This is an optimization exercise on Yosys and OpenROAD, whose aim is small area, a short achievable clock period and few clock cycles, not a production implementation.
The RTL was checked by simulation tests, not by an equivalence proof against the original design.
Power figures rest on the tool's default switching activity, not on a simulated workload.

### design.v
`timescale 1ns/10ps
module maze_router (
reset		,
start		,
clk         ,  
address     ,  
data_in        ,  
data_out,
cs          ,  
we          ,  
D); 
parameter DATA_WIDTH = 8 ;
parameter ADDR_WIDTH = 8 ;
localparam
INI=127, WAIT=126; 
input					reset		;
input 					start	;
input                  clk         ;
input [DATA_WIDTH-1:0]  data_in       ;
output                  cs          ;
output                  we          ;
output [DATA_WIDTH-1:0]  data_out       ;
output [ADDR_WIDTH-1:0] address     ;
output D;
reg cs,we;
reg [DATA_WIDTH-1:0]  data_out       ;
reg [ADDR_WIDTH-1:0] address     ;
reg D,flagr	;
reg [7:0] state;
reg [ADDR_WIDTH-1:0] sourceadd1,targadd1,sourceadd2,targadd2,servingadd,sourceadd,targadd;
reg [DATA_WIDTH-1:0] matrixa[63:0];
reg [DATA_WIDTH-1:0] matrixb[63:0];
reg nv;  
integer cnta,cntb,dst,dir;
reg [DATA_WIDTH-1:0]  temp;
always@(posedge clk)
begin
if(reset)
	begin
		state<=INI;
		D<=0;
		we<=0;
		cs<=1;
		address<=0;
	end
else
	begin
		case(state)
			INI: begin
					address<=0;
					D<=0;
					we<=0;
					cs<=0;
					state<=WAIT;
					cnta<=0;
					cntb<=0;
				  end
		   WAIT: begin
						if(start)
							begin
								state<=1;
							end
						D<=0;
						cs<=0;
					end
			1: begin		 
					we<=0;
					cs<=1;
					address<=128;
					state<=2;
				 end
			2: begin
					state<=3;
					cs<=0;
				end
			3: begin
					sourceadd1<=data_in;
					we<=1;
					cs<=1;
					data_out<=255;
					state<=4;
				end
			4: begin
					we<=0;
					cs<=1;
					address<=129;
					state<=5;
				end
			5: begin
					state<=6;
					cs<=0;
				end
			6: begin
					targadd1<=data_in;
					we<=1;
					cs<=1;
					data_out<=255;
					state<=7;
				end
			7: begin		 
					we<=0;
					cs<=1;
					address<=130;
					state<=8;
				 end
			8: begin
					state<=9;
					cs<=0;
				end
			9: begin
					sourceadd2<=data_in;
					we<=1;
					cs<=1;
					data_out<=255;
					state<=10;
				end
			10: begin
					we<=0;
					cs<=1;
					address<=131;
					state<=11;
				end
			11: begin
					state<=12;
					cs<=0;
				end
			12: begin
					targadd2<=data_in;
					we<=1;
					cs<=1;
					data_out<=255;
					state<=13;
				 end
			13: begin
					address<=sourceadd1;
					we<=1;
					cs<=1;
					data_out<=0;
					state<=14;
				 end
			14: begin
					address<=sourceadd2;
					we<=1;
					cs<=1;
					data_out<=255;
					state<=15;
				 end
			15: begin
					address<=targadd1;
					we<=1;
					cs<=1;
					data_out<=238;
					state<=16;
				 end
			16: begin
					address<=targadd2;
					we<=1;
					cs<=1;
					data_out<=255;
					sourceadd<=sourceadd1;
					targadd<=targadd1;
					flagr<=0;
					state<=17;
				 end
			17: begin
					servingadd<=sourceadd;
					address<=sourceadd;
					dst<=1;
					cnta<=0;
					state<=18;
					we<=0;
				 end
			18: begin
					if(servingadd[2:0]!=3'b000)
						begin
							address<=servingadd-1;
							we<=0;
							cs<=1;
							nv<=1;
						end
						else begin we<=0; nv<=0; end
					state<=19;
				 end
			19: begin
					state<=20;
					we<=0;
				 end
			20: begin
					if(nv && data_in==238)
						begin
							data_out<=dst;
							we<=1;
							cs<=1;
							matrixa[cnta[5:0]]<=address;
							cnta<=cnta+1;
						end
					else
						begin
							we<=0;
						end
					state<=21;
				 end
			21: begin
					if(servingadd[2:0]!=3'b111)
						begin
							address<=servingadd+1;
							we<=0;
							cs<=1;
							nv<=1;
						end
						else begin we<=0; nv<=0; end
					state<=22;
				 end
			22: begin
					state<=23;
				 end
			23: begin
					if(nv && data_in==238)
						begin
							data_out<=dst;
							we<=1;
							cs<=1;
							matrixa[cnta[5:0]]<=address;
							cnta<=cnta+1;
						end
					state<=24;
				 end
			24: begin
					if(servingadd[5:3]!=3'b000)
						begin
							address<=servingadd-8;
							we<=0;
							cs<=1;
							nv<=1;
						end
						else begin we<=0; nv<=0; end
					state<=25;
				 end
			25: begin
					state<=26;
				 end
			26: begin
					if(nv && data_in==238)
						begin
							data_out<=dst;
							we<=1;
							cs<=1;
							matrixa[cnta[5:0]]<=address;
							cnta<=cnta+1;
						end
					state<=27;
				 end
			27: begin
					if(servingadd[5:3]!=3'b111)
						begin
							address<=servingadd+8;
							we<=0;
							cs<=1;
							nv<=1;
						end
						else begin we<=0; nv<=0; end
					state<=28;
				 end
			28: begin
					state<=29;
				 end
			29: begin
					if(nv && data_in==238)
						begin
							data_out<=dst;
							we<=1;
							cs<=1;
							matrixa[cnta[5:0]]<=address;
							cnta<=cnta+1;
						end
					state<=30;
				 end
			30: begin
					if(servingadd[7:6]!=2'b00)
						begin
							address<=servingadd-64;
							we<=0;
							cs<=1;
							nv<=1;
						end
						else begin we<=0; nv<=0; end
					state<=31;
				 end
			31: begin
					state<=32;
				 end
			32: begin
					if(nv && data_in==238)
						begin
							data_out<=dst;
							we<=1;
							cs<=1;
							matrixa[cnta[5:0]]<=address;
							cnta<=cnta+1;
						end
					state<=33;
				 end
			33: begin
					if(servingadd[7:6]!=2'b11)
						begin
							address<=servingadd+64;
							we<=0;
							cs<=1;
							nv<=1;
						end
						else begin we<=0; nv<=0; end
					state<=34;
				 end
			34: begin
					state<=35;
				 end
			35: begin
					if(nv && data_in==238)
						begin
							data_out<=dst;
							we<=1;
							cs<=1;
							matrixa[cnta[5:0]]<=address;
							cnta<=cnta+1;
						end
					state<=125;
				 end
			125: begin
						dst<=dst+1;
						cntb<=0;
						cnta<=cnta-1;
						state<=36;
				  end
			36: begin
					servingadd<=matrixa[cnta[5:0]];
					we<=0;
					dir<=1;
					if(matrixa[cnta[5:0]]==targadd) 
						begin
							state<=45;
							dst<=dst-1;
							D<=0;
						end
					else
						begin
							state<=37;
						end
				 end
			37: begin
					case(dir)
						1: begin if(servingadd[2:0]!=3'b000)
							begin
								address<=servingadd-1;
								we<=0;
								cs<=1;
								nv<=1;
							end
							else begin we<=0; nv<=0; end
							end
						2: begin if(servingadd[2:0]!=3'b111)
							begin
								address<=servingadd+1;
								we<=0;
								cs<=1;
								nv<=1;
							end
							else begin we<=0; nv<=0; end
							end
						3: begin if(servingadd[5:3]!=3'b000)
							begin
								address<=servingadd-8;
								we<=0;
								cs<=1;
								nv<=1;
							end
							else begin we<=0; nv<=0; end
							end
						4: begin if(servingadd[5:3]!=3'b111)
							begin
								address<=servingadd+8;
								we<=0;
								cs<=1;
								nv<=1;
							end
							else begin we<=0; nv<=0; end
							end
						5: begin if(servingadd[7:6]!=2'b00)
							begin
								address<=servingadd-64;
								we<=0;
								cs<=1;
								nv<=1;
							end
							else begin we<=0; nv<=0; end
							end
						6: begin if(servingadd[7:6]!=2'b11)
							begin
								address<=servingadd+64;
								we<=0;
								cs<=1;
								nv<=1;
							end
							else begin we<=0; nv<=0; end
							cnta<=cnta-1;
							end
					endcase
					state<=38;
				 end
			38: begin
					state<=39;
					dir<=dir+1;
				 end
			39: begin
					if(nv && data_in==238)
						begin
							data_out<=dst;
							we<=1;
							cs<=1;
							matrixb[cntb[5:0]]<=address;
							cntb<=cntb+1;
						end
					if(cnta==-1)
						begin
							state<=40;
							D<=0;
							cnta<=0;
						end
					else if(dir==7)
						begin
							state<=36;
						end
					else
						begin
							state<=37;
						end
				 end
			40: begin
					state<=41;
					dst<=dst+1;
					cntb<=cntb-1;
					cnta<=0;
				 end
			41: begin
					servingadd<=matrixb[cntb[5:0]];
					we<=0;
					dir<=1;
					address<=matrixb[cntb[5:0]];
					if(matrixb[cntb[5:0]]==targadd) 
						begin
							state<=45;
							dst<=dst-1;
							D<=0;
						end
					else
						begin
							state<=42;
						end
				 end
			42: begin
					we<=0;
					cs<=1;
					case(dir)
						1: begin if(servingadd[2:0]!=3'b000)
							begin
								address<=servingadd-1;
								we<=0;
								cs<=1;
								nv<=1;
							end
							else begin we<=0; nv<=0; end
							end
						2: begin if(servingadd[2:0]!=3'b111)
							begin
								address<=servingadd+1;
								we<=0;
								cs<=1;
								nv<=1;
							end
							else begin we<=0; nv<=0; end
							end
						3: begin if(servingadd[5:3]!=3'b000)
							begin
								address<=servingadd-8;
								we<=0;
								cs<=1;
								nv<=1;
							end
							else begin we<=0; nv<=0; end
							end
						4: begin if(servingadd[5:3]!=3'b111)
							begin
								address<=servingadd+8;
								we<=0;
								cs<=1;
								nv<=1;
							end
							else begin we<=0; nv<=0; end
							end
						5: begin if(servingadd[7:6]!=2'b00)
							begin
								address<=servingadd-64;
								we<=0;
								cs<=1;
								nv<=1;
							end
							else begin we<=0; nv<=0; end
							end
						6: begin if(servingadd[7:6]!=2'b11)
							begin
								address<=servingadd+64;
								we<=0;
								cs<=1;
								nv<=1;
							end
							else begin we<=0; nv<=0; end
							cntb<=cntb-1;
							end
					endcase
					state<=43;
				 end
			43: begin
					state<=44;
					dir<=dir+1;
				 end
			44: begin
					if(nv && data_in==238)
						begin
							data_out<=dst;
							we<=1;
							cs<=1;
							matrixa[cnta[5:0]]<=address;
							cnta<=cnta+1;
						end
					if(cntb==-1)
						begin
							state<=125;
							cntb<=0;
							D<=0;
						end
					else if(dir==7)
						begin
							state<=41;
						end
					else
						begin
							state<=42;
						end
				 end
			45: begin
					servingadd<=targadd; 
					dir<=1;
					address<=dst;
					state<=46;
				 end
			46: begin
					we<=0;
					cs<=1;
					case(dir)
						1: begin if(servingadd[2:0]!=3'b000)
							begin
								address<=servingadd-1;
								nv<=1;
							end
							else nv<=0;
							end
						2: begin if(servingadd[2:0]!=3'b111)
							begin
								address<=servingadd+1;
								nv<=1;
							end
							else nv<=0;
							end
						3: begin if(servingadd[5:3]!=3'b000)
							begin
								address<=servingadd-8;
								nv<=1;
							end
							else nv<=0;
							end
						4: begin if(servingadd[5:3]!=3'b111)
							begin
								address<=servingadd+8;
								nv<=1;
							end
							else nv<=0;
							end
						5: begin if(servingadd[7:6]!=2'b00)
							begin
								address<=servingadd-64;
								nv<=1;
							end
							else nv<=0;
							end
						6: begin if(servingadd[7:6]!=2'b11)
							begin
								address<=servingadd+64;
								nv<=1;
							end
							else nv<=0;
							end
						default: nv<=0;
					endcase
					state<=47;
				end
			47: begin
					if(dst==1)
						begin
							state<=49;
							D<=0;
						end
					else
						begin
							state<=48;
						end
				 end
			48: begin
					if(nv && data_in==dst-1)
						begin
							servingadd<=address;
							we<=1;
							cs<=1;
							data_out<=0;
							if(flagr==1)
								begin
									data_out<=254;	 
								end
							dst<=dst-1;
							dir<=1;
						end
					else
						begin
							we<=0;
							dir<=dir+1;
						end
					state<=46;
					end
				49: begin
						address<=targadd;
						we<=1;
						cs<=1;
						data_out<=0;
						state<=50;
					end
				50:begin
						address<=0;
						we<=0;
						cs<=1;
						state<=51;
					end
				51:begin
						state<=52;
						we<=0;
					end
				52:begin
						if(flagr && data_in==254)
						begin
							data_out<=17;
							we<=1;
							cs<=1;
						end
						else if(data_in!=0 && data_in!=255)
						begin
							data_out<=238;
							we<=1;
							cs<=1;
						end
						state<=53;
					end
				53:begin
						address<=address+1;
						we<=0;
						cs<=1;
						if(address==255)
							begin
								state<=54;
								address<=flagr;
								D<=0;
							end
						else
							begin
								state<=51;
								D<=0;
							end
					end
				54: begin
						if(flagr)
							begin
								state<=56;
								D<=0;
							end
						else
							begin
								address<=sourceadd2;
								sourceadd<=sourceadd2;
								targadd<=targadd2;
								flagr<=1;
								data_out<=254; 
								we<=1;
								cs<=1;
								state<=55;
							end
					 end
				55: begin
						address<=targadd2;
						we<=1;
						cs<=1;
						data_out<=238;
						state<=17;
					end
				56: begin
						address<=targadd2;
						we<=1;
						cs<=1;
						data_out<=17;
						state<=57;
						D<=0;
					end
				57:
					begin
						cs<=0;
						D<=1;
					end
			endcase
		end	   
end	
endmodule  
### constraint.sdc
create_clock -name core_clock -period 6.5 [get_ports {clk}]
set_input_delay 1.3000 -clock core_clock [delete_from_list [all_inputs] [get_ports {clk}]]
set_output_delay 1.3000 -clock core_clock [all_outputs]
set_load 0.01 [all_outputs]
### run.sh
#!/bin/bash
# synth_recipe.tcl (not shown) runs the flow's synth.tcl, then flattens the netlist and writes it again
# the make line also repeats each setting of config.mk as NAME=value (left out here)
make -C /OpenROAD-flow-scripts/flow DESIGN_CONFIG=/design/flow/config.mk WORK_HOME=/design/flow/orfs CLKGATE_MAP_FILE= SYNTH_SCRIPT=/design/flow/synth_recipe.tcl finish
### config.mk
export PLATFORM = sky130hd
export DESIGN_NAME = maze_router
export DESIGN_NICKNAME = maze_router
export VERILOG_FILES = /design/flow/design.v
export SDC_FILE = /design/flow/constraint.sdc
export NUM_CORES = 4
export LEC_CHECK = 0
export CAP_MARGIN = 20
export CORE_MARGIN = 2
export CORE_UTILIZATION = 40
export PLACE_DENSITY = 0.6
export SLEW_MARGIN = 20
==> notes.md <==
## sequential cells by signal, summed over array words and instances (netlist names), named ones only
register    cells
cs              1
state           7
we              1
dir            32
flagr           1
sourceadd       8
sourceadd2      8
address         8
targadd2        8
servingadd      8
D               1
data_out        8
nv              1
cnta           32
dst            32
matrixa       512
targadd1        8
targadd         8
cntb           32
sourceadd1      8
matrixb       512
## critical path, stage by stage (launching register included)
cell and delay (ns):
dfxtp_1 0.68, nand2b_1 0.32, a2bb2oi_1 0.19, o22ai_1 0.11, a22oi_2 0.70, buf_6 0.24, buf_4 0.17, ha_1 0.28
and2_1 0.19, nor2b_1 0.17, a221oi_1 0.37, nor3b_1 0.12, a2111oi_0 0.65, nor2_1 0.18, nand3_1 0.15, o21ai_0 0.12
or4_1 0.41, o211ai_1 0.10
## synthesized netlist by cell type (11+ instances only)
library cell,n,share of area
a211oi_1,28,0.0036
a21o_1,37,0.0048
a21oi_1,166,0.014
a221oi_1,17,0.0026
a222oi_1,13,0.0022
a22oi_1,57,0.0073
a311oi_1,14,0.0021
a31oi_1,52,0.0056
a32oi_1,12,0.0018
and2_1,18,0.0019
and3_1,34,0.0036
buf_1,39,0.0025
buf_2,36,0.0031
clkbuf_1,166,0.011
dfxtp_1,30,0.010
edfxtp_1,1218,0.63
ha_1,78,0.017
inv_1,48,0.0031
mux2_2,18,0.0035
mux2i_1,79,0.014
mux4_2,250,0.096
nand2_1,326,0.021
nand2b_1,38,0.0041
nand3_1,100,0.0086
nand3b_1,18,0.0023
nand4_1,48,0.0051
nor2_1,421,0.027
nor2b_1,51,0.0055
nor3_1,77,0.0066
nor3b_1,13,0.0017
nor4_1,43,0.0046
o211ai_1,15,0.0019
o21ai_0,117,0.010
o21bai_1,12,0.0015
o22ai_1,44,0.0047
o31ai_1,11,0.0014
or2_2,18,0.0019
or3_1,19,0.0020
or4_1,20,0.0026
xnor2_1,82,0.012
xor2_1,66,0.0099
## per-layer routing
metal / up-vias / GRT usage / part of all wire
li1: 16306 / - / -
met2: 1717 / 0.339 / 0.46
met4: 2 / 0.0648 / 0.029
met1: 18893 / 0.310 / 0.42
met5: - / 0 / 0.000079
met3: 309 / 0.0450 / 0.085
## cells in the final DEF, fill, tap and decap left out, types with 51 or more instances in the layout
| cell | Yosys | layout |
|---|---|---|
| a21oi_1 | 166 | 164 |
| a22oi_1 | 57 | 56 |
| a31oi_1 | 52 | 52 |
| buf_4 | 10 | 89 |
| clkbuf_16 | 0 | 139 |
| edfxtp_1 | 1218 | 1218 |
| ha_1 | 78 | 78 |
| mux2i_1 | 79 | 79 |
| mux4_2 | 250 | 250 |
| nand2_1 | 326 | 326 |
| nand3_1 | 100 | 99 |
| nor2_1 | 421 | 419 |
| nor2b_1 | 51 | 51 |
| nor3_1 | 77 | 72 |
| o21ai_0 | 117 | 117 |
| xnor2_1 | 82 | 82 |
| xor2_1 | 66 | 66 |
## through the flow
| step | util | hold WS [ns] |
|---|---|---|
| after floorplan | - | 0.510 |
| after global placement | 0.420 | 0.534 |
| after detailed placement | 0.420 | 0.548 |
| after CTS | 0.449 | 0.566 |
| after global routing | 0.450 | 0.572 |
| final | 0.450 | 0.565 |
## power groups by stage
stage / clock network, mW / logic [mW] / registers, mW
after floorplan: 0 / 5.64 / 10.2
after global placement: 0 / 8.01 / 10.6
after detailed placement: 0 / 8.03 / 10.6
after CTS: 7.61 / 8.07 / 10.5
after global routing: 7.93 / 8.65 / 10.5
final: 7.48 / 8.13 / 10.5
## kinds of logic (layout without fill, tap and decap cells)
logic type	Yosys count	count (layout)	synth area share
xor gates and xnor gates	148	148	0.0222
DFF	1248	1248	0.637
and+or+nand+nor	1292	1292	0.106
muxes	352	352	0.116
buffers and inverters	305	425	0.0217
AOI/OAI and AO/OA	706	706	0.0805
adders and majority gates	80	80	0.0174
## cell type report
class | count | share of cell area
clock buffers | 178 | 0.0570
clock inverters | 69 | 0.00914
inverters | 50 | 0.00287
multi-input cells | 2578 | 0.307
flip-flops and latches | 1248 | 0.570
well taps | 1917 | 0.0367
repair buffers | 128 | 0.0175
## worst paths after layout
kind | cells after the start | from | slack [ns] | to
worst min-delay path | 2 | D$_SDFFE_PP0P_ | 0.57 | D$_SDFFE_PP0P_
worst max-delay path | 17 | state[1]$_SDFFE_PP1P_ | 1.19 | cnta[31]$_SDFFCE_PN0P_
worst min register to register | 2 | D$_SDFFE_PP0P_ | 0.57 | D$_SDFFE_PP0P_
worst max register to register | 17 | state[1]$_SDFFE_PP1P_ | 1.19 | cnta[31]$_SDFFCE_PN0P_
==> results_tabular.tex <==
\begin{tabular}{lr}
\hline
Metric & Value \\
\hline
\multicolumn{2}{l}{\textbf{Finish}} \\
\quad Total non-filler cell area in the finished layout & 65300 um\^{}2 \\
\quad Fin cells & 6168 \\
\quad Sequential cell area & 37200 um\^{}2 \\
\quad Total Nets Final & 4234 \\
\quad Number of antenna cells inserted & 0 \\
\quad Layout fillers & 12696 \\
\quad Layout Area Growth over Synthesis & 11.8\% \\
\quad Share of layout cells above drive strength 1 & 0.149 \\
\quad Area occupied by multi-input gates & 20000 um\^{}2 \\
\multicolumn{2}{l}{\textbf{STA}} \\
\quad Max Clk Rate & 0.188 GHz \\
\quad Largest clock skew in the final design & 0.0342 ns \\
\quad Min Tclk post-route & 5.31 ns \\
\quad Unrepaired setup endpoints after global routing & false \\
\quad Final hold violation count & 0 \\
\quad Worst-case setup margin in the final layout & 1.19 ns \\
\quad Accumulated negative setup slack & 0 ns \\
\quad Final max-slew violation count & 0 \\
\quad Worst slew pin tran & 1.12 ns \\
\quad Relative slew slack & 0.250 \\
\quad Tcrit/Tclk final & 0.816 \\
\quad Final setup viols & 0 \\
\multicolumn{2}{l}{\textbf{Worst setup path}} \\
\quad Worst Path Class, Setup & reg -> reg \\
\quad Required time at the endpoint of the critical path & 7.11 ns \\
\quad Startpoint Class & flip-flop \\
\quad Crit path max fanout & 17 \\
\quad Setup crit end kind & flip-flop \\
\quad CP arrival & 5.92 ns \\
\multicolumn{2}{l}{\textbf{Logic synthesis}} \\
\quad Share of async-settable or async-resettable flops after synthesis & 0 \\
\quad Flip-flop and latch count after synthesis & 1248 \\
\quad Post-synthesis cell type count & 91 \\
\quad Number of enable flip-flop cells after synthesis & 1218 \\
\quad Post-Syn Area per Cell & 14.1 um\^{}2 \\
\quad Sequential-to-total area share from yosys stat & 0.637 \\
\quad Number of warnings issued by yosys & 1 \\
\quad Synthesized instance count & 4131 \\
\quad Ys flop type & edfxtp\_1 \\
\quad Area of the mapped netlist & 58400 um\^{}2 \\
\quad Syn\_nets & 4222 \\
\multicolumn{2}{l}{\textbf{GRT}} \\
\quad Antenna violations before repair & 1 \\
\quad Largest net degree at the start of global routing & 97 \\
\quad Vias in the first global route & 35899 \\
\quad Wire length of the first global-routing pass & 243000 um \\
\quad Total congestion overflow & 0 \\
\quad GRT Total Usage & 0.218 \\
\multicolumn{2}{l}{\textbf{Power}} \\
\quad Static power due to leakage & 20.9 nW \\
\quad Fraction of power consumed by the clock network & 0.287 \\
\quad Register share of total power & 0.401 \\
\quad Relative contribution of combinational cells to total power & 0.312 \\
\quad Int Power & 17.1 mW \\
\quad Switching share of total power & 0.346 \\
\quad Power density of the placed cells & 399 nW/um\^{}2 \\
\quad Switching power summed over all nets & 9.01 mW \\
\quad Overall power & 26.1 mW \\
\quad IR Drop Worst-Case VDD & 0.342 mV \\
\multicolumn{2}{l}{\textbf{Place}} \\
\quad Placed Cells incl. Taps & 5920 \\
\quad Post-place instance area & 60900 um\^{}2 \\
\quad RePlAce Congestion & 0.971 \\
\quad Hpwl dp & 108000 um \\
\quad Buffers on Ports & 29 \\
\quad Post-Place Worst Slack & 1.16 ns \\
\multicolumn{2}{l}{\textbf{Floorplanning}} \\
\quad Die Span Y & 386 um \\
\quad Area of the placeable core & 145000 um\^{}2 \\
\quad Placement Rows & 140 \\
\quad Total die area & 149000 um\^{}2 \\
\quad Top-level port count & 30 \\
\quad Horizontal die dimension & 386 um \\
\quad Starting density of the core & 0.402 \\
\multicolumn{2}{l}{\textbf{Clocking}} \\
\quad Clock tree sinks & 1248 \\
\quad Clk buf depth & 3 \\
\quad Post-CTS sizing & 0 \\
\quad CTS tree & done \\
\quad Depth of the CTS H-tree & 4 \\
\quad Clock-pin slew on the worst setup and hold paths & 0.06 ns \\
\quad Total setup buffers inserted after CTS & 0 \\
\quad Number of clock buffers inserted by TritonCTS & 137 \\
\quad Root Buffer Master & clkbuf\_16 \\
\quad Clock insertion delay at the later pin of the skew report & 0.78 ns \\
\quad Count of hold-fix buffers inserted at cts & 0 \\
\multicolumn{2}{l}{\textbf{Route}} \\
\quad Average wire per cell in the routed design & 26.6 um \\
\quad Post-route ant nets & 0 \\
\quad DRC viols & 0 \\
\quad Detailed-routing iteration count for the pre-antenna-repair pass & 8 \\
\quad Number of vias in the routed layout & 37227 \\
\quad First-iteration detailed-routing DRC count & 4515 \\
\quad Post-detailed-routing wire length & 164000 um \\
\quad Via density per instance & 6.04 \\
\multicolumn{2}{l}{\textbf{Job}} \\
\quad Number of maximum-capacitance constraint violations & 0 \\
\multicolumn{2}{l}{\textbf{Hold path}} \\
\quad Type of the worst min-delay path & reg -> reg \\
\multicolumn{2}{l}{\textbf{Outcome}} \\
\quad Run status & timing/DRC/antenna clean \\
\hline
\end{tabular}
Testbench counts, summed over its fixed seeds: cycles 434,723.

==> what the ideal ports hide <==
No port has a modelled driver above. Below, the same layout with a new extraction and two added sets of constraints. Step 1, drivers: a clkbuf_16 drives clk and a buf_2 each remaining input, both assumed. Step 2 also shifts input and output timing later by t, the mid clock arrival at the registers, as if the neighbouring blocks saw the same clock. Slacks: ideal / step 1 / step 2; pairs: ideal / step 1.
t, ns: 0.841
setup WS [ns]: 1.194 / 1.194 / 1.138
hold WS [ns]: 0.565 / 0.565 / 0.565
worst setup path after step 2: input to register
slew at the worst register clock pin (ns): 0.08 / 0.08
After both steps setup and hold are still met in this run. The setup slack of this run moves by 0.000 ns with the drivers and by -0.056 ns with both steps.
